Source: an optimization exercise on an open RTL-to-GDS flow (aim: small area). Production flows keep margins and buffers that such runs may drop.
In this exercise RTL edits were held to simulation tests only and were not proved equivalent to the original.
No activity file was given, so power comes from the tool's default toggle rates.

[design.v]
module CPU (clk, reset, in, out, N, V, Z, w, mem_cmd, mem_addr, reg_out);
	input clk, reset;
	input [15:0] in;
	output logic [15:0] out;
	output logic N, V, Z, w;
	output logic [1:0] mem_cmd;
	output logic [8:0] mem_addr;
	output logic [127:0] reg_out;
	localparam logic [3:0] S_EX    = 4'b0000,
	                       S_INIT  = 4'b0001,
	                       S_LD    = 4'b0010,
	                       S_CP    = 4'b0011,
	                       S_INC   = 4'b0100,
	                       S_INC_S = 4'b0101,
	                       S_INC_B = 4'b0110,
	                       S_INC_L = 4'b0111,
	                       S_J_ADD = 4'b1000,
	                       S_J_CPY = 4'b1001,
	                       S_HALT  = 4'b1111;
	logic [3:0] ph, st, nxt;
	logic [15:0] rf [0:7];
	logic [15:0] ob;
	logic [8:0] X, Y;
	logic cy, d1, d2;
	wire [2:0] opc = in[15:13];
	wire [1:0] op  = in[12:11];
	wire [2:0] rn  = in[10:8];
	wire [2:0] rd  = in[7:5];
	wire [2:0] rm  = in[2:0];
	wire [1:0] sh  = in[4:3];
	wire i_halt = (opc == 3'b111);
	wire i_movi = (opc == 3'b110) &  op[1];
	wire i_mov  = (opc == 3'b110) & ~op[1];
	wire i_alu  = (opc == 3'b101);
	wire i_cmp  = i_alu & (op == 2'b01);
	wire i_and  = i_alu & (op == 2'b10);
	wire i_mvn  = i_alu & (op == 2'b11);
	wire i_ldr  = (opc == 3'b011);
	wire i_str  = (opc == 3'b100);
	wire i_b    = (opc == 3'b001);
	wire i_bl   = (opc == 3'b010) &  op[0];
	wire i_bx   = (opc == 3'b010) & ~op[0];
	wire ex   = (st == S_EX);
	wire inc  = (st[3:2] == 2'b01);
	wire pm   = (st[3:1] == 3'b011);       
	wire jadd = (st == S_J_ADD);
	wire jj   = (st[3:1] == 3'b100);
	wire ld   = (st == S_LD);
	wire cp   = (st == S_CP);
	wire init = (st == S_INIT);
	wire ph0  = (ph == 4'd0);
	wire ph15 = (ph == 4'd15);
	wire lo9  = (ph < 4'd9);
	wire [2:0] rb = (in[15] & (in[14] | in[13])) ? rm : rd;
	logic [7:0] tap0, tap1;
	always_comb
		for (int i = 0; i < 8; i++) begin
			tap0[i] = rf[i][0];
			tap1[i] = rf[i][1];
		end
	wire m   = tap1[rb];
	wire arn = tap0[rn];
	logic bsh;
	always_comb
		case (sh)
			2'b00: bsh = d1;
			2'b01: bsh = ~ph0 & d2;
			2'b10: bsh = ~ph15 & m;
			default: bsh = ph15 ? d1 : m;
		endcase
	wire imm5 = i_ldr | i_str;
	logic [3:0] idx;
	always_comb
		if (ld) idx = ph;
		else if (imm5) idx = (ph > 4'd4) ? 4'd4 : ph;
		else idx = ph[3] ? 4'd7 : {1'b0, ph[2:0]};
	wire inbit = in[idx];
	wire use_imm = i_movi | i_b | i_bl | imm5;
	wire use_rn  = (i_alu & ~i_mvn) | imm5;
	logic a, b, inv, cinit;
	always_comb begin
		a = 1'b0; b = 1'b0; inv = 1'b0; cinit = 1'b0;
		if (ex) begin
			a = use_rn & arn;
			b = use_imm ? inbit : bsh;
			inv = i_cmp | i_mvn;
			cinit = i_cmp;
		end else if (inc) begin
			a = Y[0];
			cinit = 1'b1;
		end else if (jj) begin
			a = jadd & Y[0];
			b = X[0];
		end else if (cp) begin
			b = ob[0];
		end
	end
	wire bb   = b ^ inv;
	wire c    = ph0 ? cinit : cy;
	wire s    = a ^ bb ^ c;
	wire cout = (a & bb) | (c & (a ^ bb));
	wire res  = (ex & i_and) ? (a & bb) : (s & ~(pm & ph[3]));
	wire we = (ex & (i_movi | i_mov | (i_alu & ~i_cmp))) | (st == S_INC_L) | cp;
	wire [2:0] widx = (st == S_INC_L) ? 3'd7 : (ex & i_movi) ? rn : rd;
	always_ff @(posedge clk)
		for (int i = 0; i < 8; i++)
			rf[i] <= {(we && widx == i) ? res : rf[i][0], rf[i][15:1]};
	always_ff @(posedge clk) begin
		d1 <= m;
		d2 <= d1;
		cy <= cout;
	end
	always_ff @(posedge clk)
		ob <= {ex ? bsh : ld ? inbit : ob[0], ob[15:1]};
	always_ff @(posedge clk) begin
		if (lo9 & (ex | jj))
			X <= {res, X[8:1]};
		if (lo9 & (inc | jj | init))
			Y <= {res, Y[8:1]};
	end
	always_ff @(posedge clk)
		if (ex & i_cmp) begin
			N <= s;
			V <= c ^ cout;
			Z <= ~s & (Z | ph0);
		end
	logic taken;
	always_comb
		case (rn)
			3'b000: taken = 1'b1;
			3'b001: taken = Z;
			3'b010: taken = ~Z;
			3'b011: taken = N ^ V;
			default: taken = (N ^ V) | Z;
		endcase
	always_comb
		case (st)
			S_EX:
				if (i_halt) nxt = S_HALT;
				else if (i_ldr) nxt = S_LD;
				else if (i_str) nxt = S_INC_S;
				else if (i_bx) nxt = S_J_CPY;
				else if (i_bl) nxt = S_INC_L;
				else if (i_b & taken) nxt = S_INC_B;
				else nxt = S_INC;
			S_LD:    nxt = S_CP;
			S_CP:    nxt = S_INC;
			S_INC_B, S_INC_L: nxt = S_J_ADD;
			S_HALT:  nxt = S_HALT;
			default: nxt = S_EX;
		endcase
	always_ff @(posedge clk)
		if (reset) begin
			ph <= 4'd0;
			st <= S_INIT;
		end else begin
			ph <= ph + 4'd1;
			if (ph15) st <= nxt;
		end
	wire wr = (st == S_INC_S) & ph0;
	wire msel = (ex & i_ldr & ph15) | (ld & ~ph15) | wr;
	assign mem_addr = msel ? X : Y;
	assign mem_cmd = wr ? 2'b10 : 2'b01;
	assign out = ob;
	assign w = (st == S_HALT);
	assign reg_out = {rf[7], rf[6], rf[5], rf[4], rf[3], rf[2], rf[1], rf[0]};
endmodule
[flow/run.sh]
#!/bin/bash
# Own layout flow: the standard flow (standard.sh), with
#  - the port buffers made with the smallest buffer (buf_1) instead of clkdlybuf4s50_1,
#  - clock tree synthesis with small clock buffers and no dummy loads.
# Each tool's output goes to its own log in this folder (and ORFS's own logs under orfs/logs).
set -euo pipefail
cat >> config.mk <<'EOC'
export BUFFER_PORTS_ARGS = -buffer_cell sky130_fd_sc_hd__buf_1
export CTS_ARGS = -sink_clustering_enable -repair_clock_nets -dont_use_dummy_load -buf_list {sky130_fd_sc_hd__clkbuf_4 sky130_fd_sc_hd__clkbuf_8}
EOC
bash standard.sh synth > synth.log 2>&1
bash standard.sh > layout.log 2>&1
[standard.sh]
#!/bin/bash
# synth_recipe.tcl (not shown) runs the flow's synth.tcl, then flattens the netlist and writes it again
# the make line also repeats each setting of config.mk as NAME=value (left out here)
make -C /OpenROAD-flow-scripts/flow DESIGN_CONFIG=/design/flow/config.mk WORK_HOME=/design/flow/orfs CLKGATE_MAP_FILE= SYNTH_SCRIPT=/design/flow/synth_recipe.tcl "${@:-finish}"
[config.mk]
export PLATFORM = sky130hd
export DESIGN_NAME = CPU
export DESIGN_NICKNAME = CPU
export VERILOG_FILES = /design/flow/design.v
export SDC_FILE = /design/flow/constraint.sdc
export NUM_CORES = 4
export LEC_CHECK = 0
export CAP_MARGIN = 20
export CORE_MARGIN = 2
export CORE_UTILIZATION = 40
export SLEW_MARGIN = 20
export BUFFER_PORTS_ARGS = -buffer_cell sky130_fd_sc_hd__buf_1
export CTS_ARGS = -sink_clustering_enable -repair_clock_nets -dont_use_dummy_load -buf_list {sky130_fd_sc_hd__clkbuf_4 sky130_fd_sc_hd__clkbuf_8}
[constraint.sdc]
create_clock -name core_clock -period 10.0 [get_ports {clk}]
set_input_delay 2.0000 -clock core_clock [delete_from_list [all_inputs] [get_ports {clk}]]
set_output_delay 2.0000 -clock core_clock [all_outputs]
set_load 0.01 [all_outputs]
==> results of run 1 <==
-- Yosys cell counts (3+ instances only) --
cell	number	area [um2]
o22ai_1	4	25.0
xnor2_1	3	26.3
or3_1	5	31.3
mux2i_1	5	50.1
edfxtp_1	21	631
o21bai_1	3	22.5
a211oi_1	4	30.0
nand3_1	11	55.1
nor2_1	26	97.6
mux2_2	17	191
and3_1	3	18.8
a31oi_1	8	50.1
o21ai_1	4	20.0
nand2b_1	5	31.3
buf_2	4	20.0
o21ai_0	5	25.0
a211o_1	3	26.3
inv_1	14	52.6
dfxtp_1	155	3100
nand2_1	30	113
clkbuf_1	11	41.3
ha_1	3	37.5
nor2b_1	6	37.5
nor3_1	5	25.0
o31ai_1	3	22.5
a21oi_1	24	120
a221oi_1	4	35.0
-- final timing paths --
path	start	end	cells past startpoint
worst max-delay path	in[14]	mem_addr[5]	7
worst min-delay path	rf[5][12]$_DFF_P_	rf[5][11]$_DFF_P_	0
worst max register to register	st[1]$_SDFFE_PP0P_	rf[3][15]$_DFF_P_	10
worst min register to register	rf[5][12]$_DFF_P_	rf[5][11]$_DFF_P_	0
-- power by group through the flow --
stage                     Sequential, mW  Clock [mW]  Combinational (mW)
after CTS                          0.735       0.374              0.0631
after global placement             0.751           0              0.0621
after global routing               0.736       0.398              0.0700
after floorplan                    0.747           0              0.0428
after detailed placement           0.751           0              0.0627
final                              0.735       0.356              0.0629
-- worst max-delay path: stages --
cell      delay [ns]
buf_1           0.47
nand3b_1        0.26
nor3_1          0.19
a21oi_1         0.07
o21ai_1         0.69
mux2_2          0.41
buf_1           0.13
-- per-stage QoR --
stage	hold WS, ns	std cells	utilization, %
floorplan	0.331	427	-
global placement	0.331	764	47.0
finish	0.313	781	48.8
CTS	0.318	781	48.8
global route	0.316	781	48.8
detailed placement	0.333	764	47.0
-- cells in the final DEF (no fill, tap or decap), types with 6 or more instances in the layout --
cell      count
a21oi_1      24
buf_1       176
nand3_1      11
mux2_2       17
nand2_1      30
nor2b_1       6
edfxtp_1     21
clkbuf_8     17
dfxtp_1     155
inv_1        14
nor2_1       26
a31oi_1       8
-- sequential cells by signal, indices dropped and copies added, names as in the netlist --
name and cells:
rf 128, ob 16, X 9, Y 9, ph 4, st 4
N 1, V 1, Z 1, cy 1, d1 1, d2 1
-- kinds of logic after synthesis --
family | Yosys count | synth area share (%)
compound gates | 76 | 9.63
fa+ha+maj | 4 | 1.08
xor+xnor | 4 | 0.655
buf+inv | 31 | 2.48
simple gates | 111 | 10.8
mux | 25 | 5.56
flops | 176 | 69.8
-- layout make-up --
cell class / count / area [um2] / area share (%)
multi-input cells: 220 / 1490 / 23.3
well taps: 176 / 220 / 3.44
inverters: 14 / 52.6 / 0.820
clock buffers: 17 / 234 / 3.65
flip-flops and latches: 176 / 3730 / 58.3
repair buffers: 178 / 676 / 10.5
-- per-layer routing --
| metal | share of wire (%) | vias to the layer above |
|---|---|---|
| met5 | 0 | - |
| met2 | 47 | 161 |
| met1 | 43 | 1816 |
| met4 | 1.6 | 0 |
| li1 | - | 1858 |
| met3 | 7.9 | 15 |
==> impl_metrics.yaml, run 1 <==
routing:
  routed_wire_length_per_instance_um: 16.3
  detail_route.drc_violations: 0
  vias_per_instance: 4.93
  vias: 3850
  finalWirelength_um: 12800
  antenna_left: 0
  drt_pass1_iterations: 4
  count_of_routing_violations_after_the_opening_detailed_route_iteration: 153
clocking:
  setup_buffers_after_cts: 0
  clock_insertion_delay_worst_skew_ns: 0.45
  cts-htree-levels: 4
  tritoncts.num_buffers: 17
  cts_root_buf: "clkbuf_8"
  clk_pin_slew_worst_paths_ns: 0.10
  cts_tree: "done"
  clock_tree_buffer_depth: 2
  clock_sinks: 176
  cts_hold_repair.buffers: 0
  ctsResizeCount: 0
global_route:
  grt_max_degree: 19
  global_route.peak_usage_layer: "met2"
  grt_usage_pct: 18.1
  grt_first_pass_wirelength_um: 19800
  grt.met3_usage_pct: 6.80
  grt_overflow_total: 0
  first_global_vias: 3832
  met2_usage_pct: 29.1
  gr-usage-met1_pct: 22.0
  antenna_found_initial: 0
place:
  hpwl_um: 9420
  placed_area_mm2: 0.00617
  place.port_buffers: 176
  gp_congestion: 0.856
  preCtsSetupSlack_ns: 3.81
sta:
  finalCriticalPeriod_ns: 6.22
  final_hold_viol_count: 0
  timing.clock.skew_ns: 0.0364
  max_slew_margin_pct: 43.9
  grt_setup_unrepaired: "false"
  worstMarginPinSlew_ns: 0.835
  finalWorstSetupSlack_ns: 3.78
  setup_violations: 0
  slew_violations: 0
  maxClockFrequency_mhz: 161
  timing.final.crit_share_pct: 62.2
  finalSetupTns_ns: 0
critical_path:
  arrival_time_of_the_worst_setup_path_ns: 4.22
  slack_of_the_worst_reg_to_reg_path_ns: 5.80
  crit_type: "in2out"
  start_kind: "primary input"
  worstPathRequired_ns: 8.00
  cp_max_fo: 14
  timing.critical_path.to_type: "primary output"
power:
  power_frac_comb_pct: 5.5
  power_per_cell_area_mw_per_mm2: 180
  power.share.clock_pct: 30.9
  power.static_leakage_nw: 2.37
  power.switching_fraction_pct: 21.9
  cell_internal_pwr_mw: 0.901
  seq_power_share_pct: 63.7
  vdd.ir_drop.worst_mv: 0.154
  fin_total_pwr_mw: 1.15
  net-switching-power_mw: 0.253
final_layout:
  design_area_mm2: 0.00641
  area_delta_synth_final_pct: 19.7
  finish.net_count: 629
  drive_gt1_share_pct: 8.26
  antennaDiodeCount: 0
  nFillCells: 1241
synthesis:
  netlist_instances: 427
  yosysSeqAreaShare_pct: 69.8
  postSynthNetCount: 449
  synthesis.area_mm2: 0.00535
  yosys.cell_types.count: 60
  count_of_flip_flops_with_a_built_in_enable_after_synthesis: 21
  ys.flop_type: "dfxtp_1"
  register_bit_total_from_synthesis: 176
  synthesis.area_per_instance_um2: 12.5
  async_flop_share_pct: 0
  synth_warnings: 2
floorplan:
  coreArea_mm2: 0.0131
  die_h_um: 120
  row_count: 42
  start_util_pct: 40.7
  boundaryPins: 177
  design.die.area_mm2: 0.0143
  die_w_um: 120
outcome:
  status: "complete, no violations"
run:
  drv_cap: 0
hold_path:
  timing.hold.worst.class: "reg2reg"
==> inputs of run 2 (changes only) <==
==> run.sh (new file) <==
#!/bin/bash
# synth_recipe.tcl (not shown) runs the flow's synth.tcl, then flattens the netlist and writes it again
# the make line also repeats each setting of config.mk as NAME=value (left out here)
make -C /OpenROAD-flow-scripts/flow DESIGN_CONFIG=/design/flow/config.mk WORK_HOME=/design/flow/orfs CLKGATE_MAP_FILE= SYNTH_SCRIPT=/design/flow/synth_recipe.tcl finish
==> config.mk (replaced) <==
export PLATFORM = sky130hd
export DESIGN_NAME = CPU
export DESIGN_NICKNAME = CPU
export VERILOG_FILES = /design/flow/design.v
export SDC_FILE = /design/flow/constraint.sdc
export NUM_CORES = 4
export LEC_CHECK = 0
export CAP_MARGIN = 20
export CORE_MARGIN = 2
export CORE_UTILIZATION = 40
export SLEW_MARGIN = 20
removed: flow/run.sh
removed: standard.sh
==> run 2 against run 1 <==
Effect of this change: total power is 26% higher; critical path depth unchanged; non-clock buffer count unchanged.
==> impl_metrics.yaml, run 2 <==
sta:
  timing.final.crit_share_pct: 68.5
  timing.clock.skew_ns: 0.0110
  grt_setup_unrepaired: "false"
  setup_violations: 0
  final_hold_viol_count: 0
  finalSetupTns_ns: 0
  max_slew_margin_pct: 43.2
  slew_violations: 0
  finalCriticalPeriod_ns: 6.85
  maxClockFrequency_mhz: 146
  worstMarginPinSlew_ns: 0.846
floorplan:
  start_util_pct: 40.7
  die_h_um: 120
  coreArea_mm2: 0.0131
  die_w_um: 120
  design.die.area_mm2: 0.0143
  boundaryPins: 177
  row_count: 42
routing:
  vias_per_instance: 4.93
  routed_wire_length_per_instance_um: 17.2
  finalWirelength_um: 13700
  detail_route.drc_violations: 0
  vias: 3928
  antenna_left: 0
  drt_pass1_iterations: 4
  count_of_routing_violations_after_the_opening_detailed_route_iteration: 183
power:
  fin_total_pwr_mw: 1.45
  power.static_leakage_nw: 2.93
  power_per_cell_area_mw_per_mm2: 185
  vdd.ir_drop.worst_mv: 0.143
global_route:
  grt_first_pass_wirelength_um: 21200
  grt_overflow_total: 0
  gr-usage-met1_pct: 21.5
  antenna_found_initial: 0
  met2_usage_pct: 32.1
  grt_max_degree: 19
  grt_usage_pct: 19.6
  grt.met3_usage_pct: 10.1
  global_route.peak_usage_layer: "met2"
  first_global_vias: 4000
synthesis:
  yosys.cell_types.count: 60
  async_flop_share_pct: 0
  synth_xor_xnor_area_share_pct: 0.655
  count_of_flip_flops_with_a_built_in_enable_after_synthesis: 21
  ys.flop_type: "dfxtp_1"
  yosysSeqAreaShare_pct: 69.8
  postSynthNetCount: 449
  post-synth-top-area-fraction_pct: 58.0
  synthMuxAreaShare_pct: 5.56
  netlist_instances: 427
  synth_warnings: 2
  yosysTopAreaCell: "dfxtp_1"
  register_bit_total_from_synthesis: 176
  synthMostInstantiatedCell: "dfxtp_1"
  synth-compound-area-share_pct: 9.63
  synth_top_family_by_area: "simple AND/OR/NAND/NOR gates"
  synthesis.area_per_instance_um2: 12.5
  synth.top_cells.by_area: "dfxtp_1 (58%), edfxtp_1 (12%), mux2_2 (3.6%)"
  post_synth_fa_ha_maj_area_fraction_pct: 1.08
  simple_logic_cell_fraction_of_the_synthesized_area_pct: 10.8
  synthesis.area_mm2: 0.00535
  synth_commonest_cells: "dfxtp_1 (155), nand2_1 (30), nor2_1 (26), a21oi_1 (24), edfxtp_1 (21)"
final_layout:
  final_core_utilization_pct: 59.8
  top_regs: "rf (128), ob (16)"
  mostFrequentLayoutCells: "clkdlybuf4s50_1 (176), dfxtp_1 (155), nand2_1 (30)"
  nFillCells: 1098
  area_delta_synth_final_pct: 46.8
  antennaDiodeCount: 0
  regMostFlops: "rf"
  drive_gt1_share_pct: 10.2
  most_frequent_standard_cell_in_the_layout_excluding_fill_and_tap_cells: "clkdlybuf4s50_1"
  finish.net_count: 629
  largest_register_ff_count: 128
critical_path:
  cp_max_fo: 14
  critical_path_most_common_cell: "clkdlybuf4s50_1"
  crit_type: "in2out"
  start_kind: "primary input"
  cpLargestDelayFamily: "buffers and inverters"
  timing.critical_path.to_type: "primary output"
  crit_slowest_cell: "clkdlybuf4s50_1"
  critPathMaxStageDelay_ns: 0.79
  arrival_time_of_the_worst_setup_path_ns: 4.85
  cp_num_buf_inv: 2
  crit_path_cell_trace: "clkdlybuf4s50_1, nand3b_1, nor3_1, a21oi_1, o21ai_1, mux2_2, clkdlybuf4s50_1"
  worstPathRequired_ns: 8.00
place:
  gp_congestion: 0.890
  hpwl_um: 9950
  place.port_buffers: 176
clocking:
  clock_tree_buffer_depth: 2
  tritoncts.num_buffers: 17
  ctsResizeCount: 0
  cts_tree: "done"
  clock_sinks: 176
  setup_buffers_after_cts: 0
  clock_insertion_delay_worst_skew_ns: 0.42
  cts-htree-levels: 4
  clk_pin_slew_worst_paths_ns: 0.07
  cts_hold_repair.buffers: 0
  cts_root_buf: "clkbuf_16"
hold_path:
  timing.hold.worst.class: "reg2reg"
run:
  drv_cap: 0
outcome:
  status: "complete, no violations"
## run 2: cell counts after synthesis
No cell type changed its count.
## run 2: power breakdown
| group | switching, mW | leakage [nW] | total [mW] | internal (mW) |
|---|---|---|---|---|
| sequential | 0.00821 | 1.46 | 0.735 | 0.726 |
| combinational | 0.0395 | 1.19 | 0.0790 | 0.0395 |
| clock | 0.276 | 0.284 | 0.640 | 0.364 |
## run 2: stage by stage
stage	instance area, um2	hold slack [ns]	instances	worst slack, ns
floorplan	5350	0.331	427	4.56
global placement	7280	0.332	764	3.21
detailed placement	7280	0.335	764	3.15
CTS	7860	0.346	796	3.13
global route	7860	0.351	796	2.93
finish	7860	0.344	796	3.15
## run 2: layout make-up
type	instances	area, um2	share of cell area, %
Clock buffer	21	460	5.86
Clock inverter	11	123	1.56
Inverter	14	52.6	0.669
Multi-Input combinational cell	220	1490	19.0
Sequential cell	176	3730	47.5
Tap cell	176	220	2.80
Timing Repair Buffer	178	1780	22.6
## run 2: kinds of logic (layout without fill, tap and decap cells)
logic type / count (synthesis) / after routing
flip-flops: 176 / 176
AND/OR/NAND/NOR: 111 / 111
AO/OA/AOI/OAI: 76 / 76
buffers and inverters: 31 / 224
multiplexers: 25 / 25
adder cells (fa/ha/maj): 4 / 4
XOR/XNOR: 4 / 4
## run 2: worst paths after layout
check / start / to / slack [ns] / cells past startpoint
setup / recovery: in[14] / mem_addr[5] / 3.15 / 7
hold / removal: rf[7][4]$_DFF_P_ / rf[7][3]$_DFF_P_ / 0.34 / 0
setup reg to reg: st[1]$_SDFFE_PP0P_ / rf[1][15]$_DFF_P_ / 5.66 / 10
hold reg to reg: rf[7][4]$_DFF_P_ / rf[7][3]$_DFF_P_ / 0.34 / 0
## run 2: layer usage
layer	vias to the layer above	wire length, um	part of all wire, %
met5	-	0	0
met4	0	260	1.9
met3	18	1480	11
met2	176	6540	48
met1	1868	5440	40
li1	1866	-	-
==> inputs of run 3 (changes only) <==
--- a/design.v
+++ b/design.v
@@ -20,7 +20,8 @@
 	logic [3:0] ph, st, nxt;
 	logic [15:0] rf [0:7];
 	logic [15:0] ob;
-	logic [8:0] X, Y;
+	logic [8:0] X;
+	logic [7:0] Y;
 	logic cy, d1, d2;
 	wire [2:0] opc = in[15:13];
 	wire [1:0] op  = in[12:11];
@@ -42,7 +43,7 @@
 	wire i_bx   = (opc == 3'b010) & ~op[0];
 	wire ex   = (st == S_EX);
 	wire inc  = (st[3:2] == 2'b01);
-	wire pm   = (st[3:1] == 3'b011);       
+	wire bl   = (st == S_INC_L);           
 	wire jadd = (st == S_J_ADD);
 	wire jj   = (st[3:1] == 3'b100);
 	wire ld   = (st == S_LD);
@@ -99,9 +100,9 @@
 	wire c    = ph0 ? cinit : cy;
 	wire s    = a ^ bb ^ c;
 	wire cout = (a & bb) | (c & (a ^ bb));
-	wire res  = (ex & i_and) ? (a & bb) : (s & ~(pm & ph[3]));
-	wire we = (ex & (i_movi | i_mov | (i_alu & ~i_cmp))) | (st == S_INC_L) | cp;
-	wire [2:0] widx = (st == S_INC_L) ? 3'd7 : (ex & i_movi) ? rn : rd;
+	wire res  = (ex & i_and) ? (a & bb) : (s & ~(bl & ph[3]));
+	wire we = (ex & (i_movi | i_mov | (i_alu & ~i_cmp))) | bl | cp;
+	wire [2:0] widx = bl ? 3'd7 : (ex & i_movi) ? rn : rd;
 	always_ff @(posedge clk)
 		for (int i = 0; i < 8; i++)
 			rf[i] <= {(we && widx == i) ? res : rf[i][0], rf[i][15:1]};
@@ -115,8 +116,8 @@
 	always_ff @(posedge clk) begin
 		if (lo9 & (ex | jj))
 			X <= {res, X[8:1]};
-		if (lo9 & (inc | jj | init))
-			Y <= {res, Y[8:1]};
+		if (~ph[3] & (inc | jj | init))
+			Y <= {res, Y[7:1]};
 	end
 	always_ff @(posedge clk)
 		if (ex & i_cmp) begin
@@ -159,7 +160,7 @@
 		end
 	wire wr = (st == S_INC_S) & ph0;
 	wire msel = (ex & i_ldr & ph15) | (ld & ~ph15) | wr;
-	assign mem_addr = msel ? X : Y;
+	assign mem_addr = msel ? X : {1'b0, Y};
 	assign mem_cmd = wr ? 2'b10 : 2'b01;
 	assign out = ob;
 	assign w = (st == S_HALT);
==> flow/run.sh (new file) <==
#!/bin/bash
# Own layout flow: the standard flow (standard.sh) with three changes.
#  1. After the standard synthesis, its combinational logic is mapped again for area
#     (remap.tcl: Yosys/ABC with deepsyn and amap). The flip-flops are kept as they are
#     (same instances, names and cells); only the gates between them change.
#  2. The port buffers use the smallest buffer (buf_1) instead of clkdlybuf4s50_1.
#  3. Clock tree synthesis uses clkbuf_8 and inserts no dummy loads.
# Each tool's output goes to a log of its own in this folder (ORFS's own logs are under orfs/logs).
set -euo pipefail
W=$PWD
R=$W/orfs/results/$FLOW_PLATFORM/CPU/base
YOSYS=$FLOW_HOME/../tools/install/yosys/bin/yosys
[[ -x $YOSYS ]] || YOSYS=yosys

cat >> config.mk <<'EOC'
export BUFFER_PORTS_ARGS = -buffer_cell sky130_fd_sc_hd__buf_1
export CTS_ARGS = -sink_clustering_enable -repair_clock_nets -dont_use_dummy_load -buf_list {sky130_fd_sc_hd__clkbuf_16} -root_buf sky130_fd_sc_hd__clkbuf_16
EOC

# 1. standard synthesis, up to its netlist
bash standard.sh "$R/1_2_yosys.v" > synth.log 2>&1
cp "$R/1_2_yosys.v" synth_standard.v

# 2. map the combinational logic again; keep the standard netlist if anything looks wrong
LIB=$(ls $FLOW_HOME/platforms/$FLOW_PLATFORM/lib/sky130_fd_sc_hd__tt_025C_1v80.lib)
DU=$(sed -n '/^export DONT_USE_CELLS/,/^$/p' $FLOW_HOME/platforms/$FLOW_PLATFORM/config.mk | grep -oE 'sky130_fd_sc_hd__[a-z0-9_]+' | sed 's/^/-dont_use /' | tr '\n' ' ')
if LIB="$LIB" DU="$DU" IN=synth_standard.v OUT=synth_remap.v ABC=flow/remap.abc \
     timeout 900 "$YOSYS" -c flow/remap.tcl > remap.log 2>&1 \
   && ! grep -q '^ *assign' synth_remap.v \
   && diff <(grep -oE '^ *sky130_fd_sc_hd__s?e?df[a-z0-9_]+ [^ ]+' synth_standard.v | sort) \
           <(grep -oE '^ *sky130_fd_sc_hd__s?e?df[a-z0-9_]+ [^ ]+' synth_remap.v | sort) > remap_regs.diff
then
  cp synth_remap.v "$R/1_2_yosys.v"
  echo "remapped netlist used" >> remap.log
else
  echo "remap refused; standard netlist kept" >> remap.log
fi

# 3. the rest of the standard flow
bash standard.sh > layout.log 2>&1
==> flow/remap.abc (new file) <==
strash
&get -n
&deepsyn -T 20
&put
dch -f
amap
topo
==> flow/remap.tcl (new file) <==
# Map the standard synthesis's combinational logic again, for area. Sequential cells are
# black boxes, so every flip-flop instance keeps its name, cell and connections.
yosys read_liberty -ignore_miss_func $::env(LIB)
yosys blackbox sky130_fd_sc_hd__*df* sky130_fd_sc_hd__*dl*
yosys read_verilog $::env(IN)
yosys hierarchy -top $::env(FLOW_TOP)
yosys flatten
yosys rename -hide w:*.*
yosys opt_clean
yosys abc -liberty $::env(LIB) {*}$::env(DU) -script $::env(ABC)
yosys setundef -zero
yosys splitnets
yosys opt_clean -purge
yosys hilomap -singleton -hicell sky130_fd_sc_hd__conb_1 HI -locell sky130_fd_sc_hd__conb_1 LO
yosys insbuf -buf sky130_fd_sc_hd__buf_4 A X
yosys opt_clean -purge
yosys stat -liberty $::env(LIB)
yosys write_verilog -noattr -noexpr -nohex -nodec $::env(OUT)
==> standard.sh (new file) <==
#!/bin/bash
# synth_recipe.tcl (not shown) runs the flow's synth.tcl, then flattens the netlist and writes it again
# the make line also repeats each setting of config.mk as NAME=value (left out here)
make -C /OpenROAD-flow-scripts/flow DESIGN_CONFIG=/design/flow/config.mk WORK_HOME=/design/flow/orfs CLKGATE_MAP_FILE= SYNTH_SCRIPT=/design/flow/synth_recipe.tcl "${@:-finish}"
--- a/config.mk
+++ b/config.mk
@@ -9,3 +9,5 @@
 export CORE_MARGIN = 2
 export CORE_UTILIZATION = 40
 export SLEW_MARGIN = 20
+export BUFFER_PORTS_ARGS = -buffer_cell sky130_fd_sc_hd__buf_1
+export CTS_ARGS = -sink_clustering_enable -repair_clock_nets -dont_use_dummy_load -buf_list {sky130_fd_sc_hd__clkbuf_16} -root_buf sky130_fd_sc_hd__clkbuf_16
removed: run.sh
==> run 3 against run 2 <==
Effect of this change: cell count down 6.7%; wire length fell by 15%; clock power decreased by 19%; via count shrank 8.6%; critical endpoint is now mem_addr[1]; worst hold slack got worse by 0.0013 ns; design area is 22% lower; still clean on timing, DRC and antenna; area after synthesis is 9.5% lower; critical path depth is 2 higher.
==> impl_metrics.yaml, run 3 <==
critical_path:
  critPathMaxStageDelay_ns: 0.62
  cpLargestDelayFamily: "compound AO/OA/AOI/OAI gates"
  worstRegToRegCells: 17
  crit_path_cell_trace: "buf_1, clkinv_1, nor2_1, clkinv_1, nor3_1, a21oi_1, clkinv_1, a22o_1, buf_1"
  r2r-end: "X[8]$_DFFE_PP_"
  crit_type: "in2out"
  slack_of_the_worst_reg_to_reg_path_ns: 6.28
  crit_slowest_cell: "a21oi_1"
  r2r-start: "st[2]$_SDFFE_PP0P_"
  timing.critical_path.to_type: "primary output"
  cp_max_fo: 9
  worstPathRequired_ns: 8.00
  start_kind: "primary input"
  cp_num_buf_inv: 5
  critical_path_most_common_cell: "clkinv_1"
  arrival_time_of_the_worst_setup_path_ns: 4.01
clocking:
  cts_tree: "done"
  clock_insertion_delay_worst_skew_ns: 0.42
  setup_buffers_after_cts: 0
  tritoncts.num_buffers: 17
  clock_tree_buffer_depth: 2
  clock_sinks: 175
  ctsResizeCount: 0
  cts_hold_repair.buffers: 0
  cts-htree-levels: 4
  clk_pin_slew_worst_paths_ns: 0.06
  cts_root_buf: "clkbuf_16"
floorplan:
  die_w_um: 114
  row_count: 40
  coreArea_mm2: 0.0119
  die_h_um: 114
  design.die.area_mm2: 0.0130
  start_util_pct: 40.7
  boundaryPins: 177
final_layout:
  finish.net_count: 616
  antennaDiodeCount: 0
  regMostFlops: "rf"
  design_area_mm2: 0.00614
  drive_gt1_share_pct: 3.36
  nFillCells: 1149
  most_frequent_standard_cell_in_the_layout_excluding_fill_and_tap_cells: "buf_1"
  area_delta_synth_final_pct: 26.6
  mostFrequentLayoutCells: "buf_1 (176), dfxtp_1 (155), nor2_1 (65)"
  largest_register_ff_count: 128
  top_regs: "rf (128), ob (16), X (9)"
routing:
  routed_wire_length_per_instance_um: 15.6
  antenna_left: 0
  drt_pass1_iterations: 4
  vias_per_instance: 4.83
  vias: 3590
  detail_route.drc_violations: 0
  finalWirelength_um: 11600
  count_of_routing_violations_after_the_opening_detailed_route_iteration: 202
hold_path:
  min_delay_path_depth: 0
  timing.hold.worst.class: "reg2reg"
  timing.hold.worst.start: "rf[4][12]$_DFF_P_"
  hold_end: "rf[4][11]$_DFF_P_"
sta:
  grt_setup_unrepaired: "false"
  timing.final.crit_share_pct: 60.1
  max_slew_margin_pct: 49.9
  setup_violations: 0
  worstMarginPinSlew_ns: 0.752
  finalSetupTns_ns: 0
  finalWorstSetupSlack_ns: 3.99
  finalCriticalPeriod_ns: 6.01
  maxClockFrequency_mhz: 166
  final_hold_viol_count: 0
  slew_violations: 0
  timing.clock.skew_ns: 0.0223
synthesis:
  synthesis.area_per_instance_um2: 12.1
  synth_warnings: 2
  synthesis.area_mm2: 0.00485
  netlist_instances: 401
  postSynthNetCount: 419
global_route:
  antenna_found_initial: 0
  grt_usage_pct: 18.3
  grt_overflow_total: 0
  first_global_vias: 3495
  grt_max_degree: 18
  grt_first_pass_wirelength_um: 17900
power:
  vdd.ir_drop.worst_mv: 0.126
  power.static_leakage_nw: 2.25
  power_per_cell_area_mw_per_mm2: 212
place:
  hpwl_um: 8820
  place.port_buffers: 176
  gp_congestion: 0.904
  preCtsSetupSlack_ns: 3.94
  placed_area_mm2: 0.00571
outcome:
  status: "complete, no violations"
run:
  drv_cap: 0
-- run 3: area by class of cell --
cell class	instances	area (um2)	area share, %
sequential	175	3700	60.4
tap	147	184	3.00
timing repair buffer	178	676	11.0
multi-input combinational	189	1010	16.4
inverter	37	139	2.26
clock buffer	17	425	6.93
-- run 3: metrics by stage --
stage / hold slack [ns] / power [mW] / instances / utilization, %
3_5_place_dp: 0.335 / 0.798 / 726 / 47.9
4_1_cts: 0.342 / 1.32 / 743 / 51.5
5_1_grt: 0.347 / 1.35 / 743 / 51.5
6_report: 0.343 / 1.30 / 743 / 51.5
2_1_floorplan: 0.338 / 0.776 / 401 / -
3_3_place_gp: 0.331 / 0.798 / 726 / 47.9
-- run 3: worst register-to-register path: cells and delay by family (launching register included) --
| family | cells | cell delay (ns) |
|---|---|---|
| and+or+nand+nor | 7 | 1.39 |
| AOI/OAI and AO/OA | 5 | 0.93 |
| buffers and inverters | 5 | 0.80 |
| DFF | 1 | 0.35 |
-- run 3: where the power goes --
group	switching, mW	internal [mW]
Combinational	0.0359	0.0199
Clock	0.223	0.295
Sequential	0.00624	0.722
Total	0.265	1.04
-- run 3: worst max-delay path by stage --
stage	start	to	cells past startpoint
after floorplan	in[13]	mem_addr[0]	7
after global routing	in[13]	mem_addr[0]	9
after detailed placement	in[13]	mem_addr[0]	9
after CTS	in[13]	mem_addr[0]	9
after global placement	in[13]	mem_addr[0]	9
final	in[13]	mem_addr[1]	9
-- run 3: routing by layer --
layer,share of wire (%),routed length (um),vias up,track usage [%]
met2,46,5290,154,27.3
met5,0,0,-,0
met1,45,5170,1661,23.3
met4,1.5,170,0,7.32
li1,-,-,1766,-
met3,8.3,964,9,8.15
==> inputs of run 4 (changes only) <==
--- a/flow/run.sh
+++ b/flow/run.sh
@@ -14,7 +14,7 @@
 
 cat >> config.mk <<'EOC'
 export BUFFER_PORTS_ARGS = -buffer_cell sky130_fd_sc_hd__buf_1
-export CTS_ARGS = -sink_clustering_enable -repair_clock_nets -dont_use_dummy_load -buf_list {sky130_fd_sc_hd__clkbuf_16} -root_buf sky130_fd_sc_hd__clkbuf_16
+export CTS_ARGS = -sink_clustering_enable -repair_clock_nets -dont_use_dummy_load -buf_list {sky130_fd_sc_hd__clkbuf_8} -root_buf sky130_fd_sc_hd__clkbuf_8
 EOC
 
 # 1. standard synthesis, up to its netlist
--- a/config.mk
+++ b/config.mk
@@ -10,4 +10,4 @@
 export CORE_UTILIZATION = 40
 export SLEW_MARGIN = 20
 export BUFFER_PORTS_ARGS = -buffer_cell sky130_fd_sc_hd__buf_1
-export CTS_ARGS = -sink_clustering_enable -repair_clock_nets -dont_use_dummy_load -buf_list {sky130_fd_sc_hd__clkbuf_16} -root_buf sky130_fd_sc_hd__clkbuf_16
+export CTS_ARGS = -sink_clustering_enable -repair_clock_nets -dont_use_dummy_load -buf_list {sky130_fd_sc_hd__clkbuf_8} -root_buf sky130_fd_sc_hd__clkbuf_8
==> run 4 against run 3 <==
Effect of this change: first-iteration DRC count up 6.4%; sequential cell count did not move; still clean on timing, DRC and antenna; critical endpoint unchanged; cell count did not move; worst setup slack lost 0.0080 ns; combinational power about the same; sequential power barely moved.
==> impl_metrics.yaml, run 4 <==
outcome:
  status: "complete, no violations"
global_route:
  grt_overflow_total: 0
  first_global_vias: 3483
  antenna_found_initial: 0
  grt_first_pass_wirelength_um: 17700
  grt_max_degree: 18
  grt_usage_pct: 18.2
power:
  power.static_leakage_nw: 2.16
  fin_total_pwr_mw: 1.13
  cell_internal_pwr_mw: 0.891
  vdd.ir_drop.worst_mv: 0.116
  power_per_cell_area_mw_per_mm2: 190
  net-switching-power_mw: 0.241
  power.switching_fraction_pct: 21.3
  power_frac_comb_pct: 4.9
  power.share.clock_pct: 30.9
  seq_power_share_pct: 64.2
final_layout:
  top_regs: "rf (128), ob (16), X (9)"
  non_filler_instance_count_after_layout: 743
  regMostFlops: "rf"
  regArea_mm2: 0.00370
  drive_gt1_share_pct: 3.36
  finish.net_count: 616
  area_delta_synth_final_pct: 22.7
  largest_register_ff_count: 128
  most_frequent_standard_cell_in_the_layout_excluding_fill_and_tap_cells: "buf_1"
  antennaDiodeCount: 0
  mostFrequentLayoutCells: "buf_1 (176), dfxtp_1 (155), nor2_1 (65)"
  multiInputGateArea_mm2: 0.00101
  nFillCells: 1168
floorplan:
  boundaryPins: 177
  die_h_um: 114
  start_util_pct: 40.7
  design.die.area_mm2: 0.0130
  die_w_um: 114
  coreArea_mm2: 0.0119
  row_count: 40
critical_path:
  slack_of_the_worst_reg_to_reg_path_ns: 6.32
  r2r-start: "st[2]$_SDFFE_PP0P_"
  worstRegToRegCells: 17
  r2r-end: "X[8]$_DFFE_PP_"
  cp_max_fo: 9
  worstPathRequired_ns: 8.00
  arrival_time_of_the_worst_setup_path_ns: 4.02
  critPathLaunch: "in[13]"
  timing.critical_path.to_type: "primary output"
  crit_type: "in2out"
  start_kind: "primary input"
routing:
  vias_per_instance: 4.84
  vias: 3595
  finalWirelength_um: 11500
  routed_wire_length_per_instance_um: 15.5
  detail_route.drc_violations: 0
  drt_pass1_iterations: 4
  antenna_left: 0
  count_of_routing_violations_after_the_opening_detailed_route_iteration: 215
place:
  placedCellCount: 726
  hpwl_um: 8820
  place.port_buffers: 176
  gp_congestion: 0.904
synthesis:
  synth_warnings: 2
  synthesis.area_mm2: 0.00485
  synthesis.area_per_instance_um2: 12.1
  postSynthNetCount: 419
  netlist_instances: 401
sta:
  setup_violations: 0
  timing.final.crit_share_pct: 60.2
  worstMarginPinSlew_ns: 0.753
  maxClockFrequency_mhz: 166
  grt_setup_unrepaired: "false"
  final_hold_viol_count: 0
  finalCriticalPeriod_ns: 6.02
  max_slew_margin_pct: 49.8
  timing.clock.skew_ns: 0.0352
  finalSetupTns_ns: 0
  slew_violations: 0
clocking:
  ctsResizeCount: 0
  tritoncts.num_buffers: 17
  setup_buffers_after_cts: 0
  clock_tree_buffer_depth: 2
  cts_hold_repair.buffers: 0
  clk_pin_slew_worst_paths_ns: 0.09
  cts_root_buf: "clkbuf_8"
  cts-htree-levels: 4
  clock_insertion_delay_worst_skew_ns: 0.45
  clock_sinks: 175
  cts_tree: "done"
hold_path:
  hold_end: "rf[2][6]$_DFF_P_"
  timing.hold.worst.start: "rf[2][7]$_DFF_P_"
  timing.hold.worst.class: "reg2reg"
  min_delay_path_depth: 0
run:
  drv_cap: 0
## run 4: worst max-delay path by stage
stage / endpoint / cells after the start
2_1_floorplan: mem_addr[0] / 7
3_3_place_gp: mem_addr[0] / 9
3_5_place_dp: mem_addr[0] / 9
4_1_cts: mem_addr[0] / 9
5_1_grt: mem_addr[0] / 9
6_report: mem_addr[1] / 9
## run 4: critical path: stages
cell and delay [ns]:
buf_1 0.14, clkinv_1 0.14, nor2_1 0.10, clkinv_1 0.06, nor3_1 0.05, a21oi_1 0.62
clkinv_1 0.45, a22o_1 0.31, buf_1 0.12
## run 4: final cells by class
class	count	share of cell area, %
flip-flops and latches	175	62.3
clock buffers	17	3.94
multi-input cells	189	17.0
repair buffers	178	11.4
well taps	147	3.09
inverters	37	2.34
## run 4: through the flow
step	cell area, um2	hold slack, ns	utilization [%]	worst slack [ns]
6_report	5940	0.335	49.9	3.98
5_1_grt	5940	0.339	49.9	3.62
4_1_cts	5940	0.334	49.9	3.94
3_5_place_dp	5710	0.335	47.9	3.94
3_3_place_gp	5710	0.331	47.9	4.05
2_1_floorplan	4850	0.338	-	4.69
## run 4: power by group through the flow
stage                     Sequential, mW  Combinational, mW  Clock, mW
after floorplan                    0.743             0.0331          0
after global placement             0.743             0.0549          0
after global routing               0.728             0.0632      0.395
final                              0.727             0.0557      0.349
after detailed placement           0.743             0.0553          0
after CTS                          0.727             0.0557      0.367
## run 4: metal layers
layer / wire length [um] / global-route usage [%]
met5: 0 / 0
met4: 234 / 6.59
met3: 1020 / 8.89
met2: 5200 / 27.2
met1: 5060 / 22.9

==> what the ideal ports hide <==
The flow's constraints put no driver on any port. The routed layouts listed below were extracted and timed again, unchanged, in two steps.
Step 1, drivers: a clkbuf_16 drives clk and a buf_2 each remaining input, both assumed.
Step 2, shift: input delay + t, output delay - t, t = (earliest + latest rising clock arrival at the registers) / 2. This alone moves slack from input paths to output paths.
a / b / c = no drivers / after step 1 / after step 2; a / b = the first two.
run | shift t [ns] | setup slack, ns | worst setup path after step 2 | slew at the worst register clock pin (ns) | worst slew at a driven data input, ns
run 1 | 0.466 | 3.779 / 3.743 / 3.743 | input to output | 0.10 / 0.10 | 0.05
run 2 | 0.460 | 3.146 / 3.109 / 3.109 | input to output | 0.07 / 0.07 | 0.05
run 3 | 0.448 | 3.993 / 3.963 / 3.963 | input to output | 0.07 / 0.07 | 0.06
run 4 | 0.465 | 3.985 / 3.955 / 3.955 | input to output | 0.09 / 0.09 | 0.06
After both steps setup and hold are still met in every run listed. For run 2, which loses most, drivers alone change the setup slack by -0.037 ns; drivers and shift together by -0.037 ns.
